Source: an optimization exercise on an open RTL-to-GDS flow (aim: small area). Production flows keep margins and buffers that such runs may drop. In this exercise RTL edits were held to simulation tests only and were not proved equivalent to the original. Power is estimated from default activity; no workload was simulated.

==> module line_drawer, before the edit <==
module line_drawer (
    input  logic [11:0] nx0, ny0, nx1, ny1,
    input  logic [5:0]  h,       
    input  logic [5:0]  v,       
    input  logic        clk,
    input  logic        ce,      
    input  logic        ph1, ph2, ph3,
    input  logic        rst,
    input  logic        started,  
    output logic [5:0]  px, py
    );
    logic [11:0] x0, y0, x1, y1;
    logic        st_set, st_loop;    
    logic        loh;                
    logic [5:0]  w;
    logic [7:0]  n;                  
    logic [13:0] acc;                
    logic [1:0]  mode;               
    logic        pend;               
    logic        chg;
    logic        in_lh;
    assign in_lh = ~st_set & ~st_loop;
    logic        sx, ex, sy, ey;
    assign sx = x0 > x1;
    assign ex = x0 == x1;
    logic [5:0]  lwl;                
    logic        ndir;
    assign ndir = loh ? (~sx & ~sy) : ~sx;
    logic        at_w1, adv, fin, pos;
    assign at_w1 = lwl == w;
    assign adv   = loh ? ({1'b0, h} + 7'd1 == {1'b0, w})
                       : (v == w && n[7:6] == 2'd0 && h > n[5:0]);
    assign fin   = loh ? at_w1 : pend;
    assign pos   = ~acc[13];
    logic [11:0] pc;
    logic        isx, lg, syu, wrole;
    assign pc    = ce ? x0 : ph1 ? y1 : ph2 ? y0 : x1;
    assign isx   = ce | ph3;
    assign syu   = (in_lh & ph3) ? acc[13] : sy;    
    assign lg    = ce ? sx : ph3 ? ~sx : ph2 ? syu : ~syu;   
    assign wrole = isx == loh;                      
    logic        aen, bon, sh, inv, cin;
    logic        ini, stp, sgn;
    always_comb begin
        ini = 1'b0; stp = 1'b0; sgn = 1'b0;
        if (ce) begin
            ini = st_set;
            stp = st_loop & adv;
            sgn = pos;
        end
        else begin
            ini = mode == 2'd3;
            stp = mode == 2'd2 || mode == 2'd1;
            sgn = mode == 2'd2;
        end
        aen = 1'b1; bon = 1'b0; sh = 1'b0; inv = 1'b0; cin = 1'b0;
        if (in_lh) begin
            bon = 1'b1;
            if (ph1)
                aen = 1'b0;
            else if (ph2) begin
                inv = 1'b1; cin = 1'b1;
            end
            else begin
                inv = lg ^ syu; cin = ~lg & ~syu;
            end
        end
        else if (ini | stp) begin
            aen = ~(ce & ini);
            bon = ~(stp & ~sgn & wrole);
            sh  = stp | ~wrole;
            inv = wrole ? lg : ~lg;
            cin = inv & ~(ini & wrole);
        end
    end
    logic [13:0] opb, sum;
    assign opb = (bon ? (sh ? {1'b0, pc, 1'b0} : {2'b0, pc}) : 14'd0) ^ {14{inv}};
    assign sum = (aen ? acc : 14'd0) + opb + {13'd0, cin};
    always_ff @(posedge clk)
        acc <= sum;
    logic        cap_w, cap_l, cap_n;
    assign cap_w = ini & wrole & ~lg;
    assign cap_l = ini & wrole & lg;
    assign cap_n = ini & (ce ? ~loh : ph1 ? (loh & sx) : ph2 ? (loh & ~sx) : 1'b0);
    logic [5:0] wenc, nenc;
    assign wenc = w;
    assign nenc = (n[7:6] == 2'd0) ? n[5:0] : 6'h3f;
    always_ff @(posedge clk or posedge rst)
        if (rst) begin
            st_set  <= 1'b0;
            st_loop <= 1'b0;
            loh     <= 1'b0;
            sy      <= 1'b1;
            py[5:2] <= 4'hf;                 
        end
        else begin
          if (in_lh & ph3 & started)
            sy <= acc[13];
          if (ce) begin
            if (in_lh) begin
                if (~started)
                    loh <= 1'b1;
                else if (~ex & ~ey)
                    loh <= sum[13] ^ sy;
                st_set <= 1'b1;
            end
            if (st_set) begin
                st_set  <= 1'b0;
                st_loop <= 1'b1;
            end
            if (st_loop) begin
                py[5:2] <= loh ? nenc[5:2] : wenc[5:2];
                if (fin) begin
                    st_set  <= 1'b1;
                    st_loop <= 1'b0;
                end
            end
            if (chg) begin
                st_set  <= 1'b0;
                st_loop <= 1'b0;
            end
          end
        end
    always_ff @(posedge clk)
        if (ce)
            {x0, y0, x1, y1} <= {nx0, ny0, nx1, ny1};
    assign chg = started ? ({x0, y0, x1, y1} != {nx0, ny0, nx1, ny1})
                         : ({nx0, ny0, nx1, ny1} != {12'd2, 12'd7, 12'd9, 12'd2});
    always_ff @(posedge clk) begin
        if (ce & st_loop) begin
            px      <= loh ? wenc : nenc;
            py[1:0] <= loh ? nenc[1:0] : wenc[1:0];
        end
        if (ce) begin
            mode <= st_set ? 2'd3 : (st_loop & adv) ? (pos ? 2'd2 : 2'd1) : 2'd0;
            if (st_set)
                pend <= 1'b0;
            else if (st_loop & adv) begin
                w    <= w + 6'd1;
                pend <= at_w1;
                if (pos)
                    n <= ndir ? n + 8'd1 : n - 8'd1;
            end
        end
        if (in_lh & ph3)
            ey <= acc == 14'd0;
        if (cap_w)
            w   <= (pc[11:6] == 6'd0) ? pc[5:0] : 6'h3f;
        if (cap_l)
            lwl <= (pc[11:6] == 6'd0) ? pc[5:0] : 6'h3f;
        if (cap_n)
            n   <= ((pc[11:7] == 5'd0) || (pc[11:6] == 6'h3f)) ? pc[7:0] : 8'd128;
    end
endmodule
clock: 10.0 ns
lec_check: 0
cap_margin: 0
core_margin: 2
core_utilization: 75
slew_margin: 0
standard.sh (not shown) runs the stock make flow with config.mk's settings and CLKGATE_MAP_FILE= SYNTH_SCRIPT=/design/flow/synth_recipe.tcl, a recipe that flattens the netlist after the stock synthesis.
==> flow/flow/run.sh <==
#!/bin/bash
# Standard layout, with the smallest buffer on the ports, small clock leaf buffers and no dummy clock loads.
export BUFFER_PORTS_ARGS="-buffer_cell sky130_fd_sc_hd__buf_1"
export CTS_ARGS="-sink_clustering_enable -repair_clock_nets -buf_list sky130_fd_sc_hd__clkbuf_4 -root_buf sky130_fd_sc_hd__clkbuf_8 -dont_use_dummy_load"
bash standard.sh > standard.log 2>&1
==> next run, changes <==
--- a/flow/design.v
+++ b/flow/design.v
@@ -61,38 +61,38 @@
     input  logic        ce,      
     input  logic        ph1, ph2, ph3,
     input  logic        rst,
     input  logic        started,  
     output logic [5:0]  px, py
     );
-    logic [11:0] x0, y0, x1, y1;
+    logic [11:0] r0, r1, r2, r3;
     logic        st_set, st_loop;    
     logic        loh;                
     logic [5:0]  w;
     logic [7:0]  n;                  
     logic [13:0] acc;                
     logic [1:0]  mode;               
     logic        pend;               
     logic        chg;
     logic        in_lh;
+    logic [11:0] pc;                 
     assign in_lh = ~st_set & ~st_loop;
     logic        sx, ex, sy, ey;
-    assign sx = x0 > x1;
-    assign ex = x0 == x1;
-    logic [5:0]  lwl;                
+    logic        weq;                
     logic        ndir;
     assign ndir = loh ? (~sx & ~sy) : ~sx;
     logic        at_w1, adv, fin, pos;
-    assign at_w1 = lwl == w;
+    logic        cmpw, atl;          
+    assign cmpw  = (pc[11:6] == 6'd0) && (pc[5:0] == w);
+    assign at_w1 = (ce & atl) ? cmpw : weq;
     assign adv   = loh ? ({1'b0, h} + 7'd1 == {1'b0, w})
                        : (v == w && n[7:6] == 2'd0 && h > n[5:0]);
     assign fin   = loh ? at_w1 : pend;
     assign pos   = ~acc[13];
-    logic [11:0] pc;
     logic        isx, lg, syu, wrole;
-    assign pc    = ce ? x0 : ph1 ? y1 : ph2 ? y0 : x1;
+    assign pc    = r0;
     assign isx   = ce | ph3;
     assign syu   = (in_lh & ph3) ? acc[13] : sy;    
     assign lg    = ce ? sx : ph3 ? ~sx : ph2 ? syu : ~syu;   
     assign wrole = isx == loh;                      
     logic        aen, bon, sh, inv, cin;
     logic        ini, stp, sgn;
@@ -130,26 +130,29 @@
     end
     logic [13:0] opb, sum;
     assign opb = (bon ? (sh ? {1'b0, pc, 1'b0} : {2'b0, pc}) : 14'd0) ^ {14{inv}};
     assign sum = (aen ? acc : 14'd0) + opb + {13'd0, cin};
     always_ff @(posedge clk)
         acc <= sum;
-    logic        cap_w, cap_l, cap_n;
+    logic        cap_w, cap_n;
+    assign atl   = wrole & lg;
     assign cap_w = ini & wrole & ~lg;
-    assign cap_l = ini & wrole & lg;
     assign cap_n = ini & (ce ? ~loh : ph1 ? (loh & sx) : ph2 ? (loh & ~sx) : 1'b0);
     logic [5:0] wenc, nenc;
+    logic [3:0] pyh;
+    logic [1:0] pyl;
+    assign py = {pyh, pyl};
     assign wenc = w;
     assign nenc = (n[7:6] == 2'd0) ? n[5:0] : 6'h3f;
     always_ff @(posedge clk or posedge rst)
         if (rst) begin
             st_set  <= 1'b0;
             st_loop <= 1'b0;
             loh     <= 1'b0;
             sy      <= 1'b1;
-            py[5:2] <= 4'hf;                 
+            pyh     <= 4'hf;                 
         end
         else begin
           if (in_lh & ph3 & started)
             sy <= acc[13];
           if (ce) begin
             if (in_lh) begin
@@ -161,33 +164,40 @@
             end
             if (st_set) begin
                 st_set  <= 1'b0;
                 st_loop <= 1'b1;
             end
             if (st_loop) begin
-                py[5:2] <= loh ? nenc[5:2] : wenc[5:2];
+                pyh     <= loh ? nenc[5:2] : wenc[5:2];
                 if (fin) begin
                     st_set  <= 1'b1;
                     st_loop <= 1'b0;
                 end
             end
             if (chg) begin
                 st_set  <= 1'b0;
                 st_loop <= 1'b0;
             end
           end
         end
-    always_ff @(posedge clk)
+    always_ff @(posedge clk) begin
         if (ce)
-            {x0, y0, x1, y1} <= {nx0, ny0, nx1, ny1};
-    assign chg = started ? ({x0, y0, x1, y1} != {nx0, ny0, nx1, ny1})
+            {r0, r1, r2, r3} <= {ny1, ny0, nx1, nx0};
+        else
+            {r0, r1, r2, r3} <= {r1, r2, r3, r0};
+        if (ph1) begin
+            sx <= r3 > r2;
+            ex <= r3 == r2;
+        end
+    end
+    assign chg = started ? ({r0, r2, r3, r1} != {nx0, ny0, nx1, ny1})
                          : ({nx0, ny0, nx1, ny1} != {12'd2, 12'd7, 12'd9, 12'd2});
     always_ff @(posedge clk) begin
         if (ce & st_loop) begin
             px      <= loh ? wenc : nenc;
-            py[1:0] <= loh ? nenc[1:0] : wenc[1:0];
+            pyl     <= loh ? nenc[1:0] : wenc[1:0];
         end
         if (ce) begin
             mode <= st_set ? 2'd3 : (st_loop & adv) ? (pos ? 2'd2 : 2'd1) : 2'd0;
             if (st_set)
                 pend <= 1'b0;
             else if (st_loop & adv) begin
@@ -198,14 +208,16 @@
             end
         end
         if (in_lh & ph3)
             ey <= acc == 14'd0;
         if (cap_w)
             w   <= (pc[11:6] == 6'd0) ? pc[5:0] : 6'h3f;
-        if (cap_l)
-            lwl <= (pc[11:6] == 6'd0) ? pc[5:0] : 6'h3f;
+        if (ini)
+            weq <= loh ? ex : ey;
+        else if (~ce & atl)
+            weq <= cmpw;
         if (cap_n)
             n   <= ((pc[11:7] == 5'd0) || (pc[11:6] == 6'h3f)) ? pc[7:0] : 8'd128;
     end
 endmodule
 `timescale 1ns / 1ps
 module drawing_line_top(
After rerunning: The changed run ran to the end with no violations; combinational power came out higher by 11%; global-route usage decreases by 1.3 points; power came out lower by 0.69%; register-to-register slack is worse by 0.59 ns; area after synthesis goes down by 0.90%; design area shrinks by 1.8%; hold slack hardly moves; final cell count climbs by 4.2%.

==> what the ideal ports hide <==
The flow's constraints put no driver on any port. The routed layouts listed below were extracted and timed again, unchanged, in two steps.
Step 1: set_driving_cell puts a clkbuf_16 on clk and a buf_2 on each other input, an assumption about the parent block.
Step 2, shift: input delay + t, output delay - t, t = (earliest + latest rising clock arrival at the registers) / 2. This alone moves slack from input paths to output paths.
Slacks: no drivers / after step 1 / after step 2; pairs: no drivers / after step 1.
run	shift t [ns]	setup slack, ns	worst hold slack (ns)	slew at the worst register clock pin (ns)	cell pins on the clock port's net
the first run	0.441	2.586 / 2.586 / 2.586	0.486 / 0.486 / 0.486	0.11 / 0.11	1
the second run	0.445	1.996 / 1.996 / 1.996	0.488 / 0.488 / 0.488	0.09 / 0.09	1
After both steps every run listed still meets setup and hold.
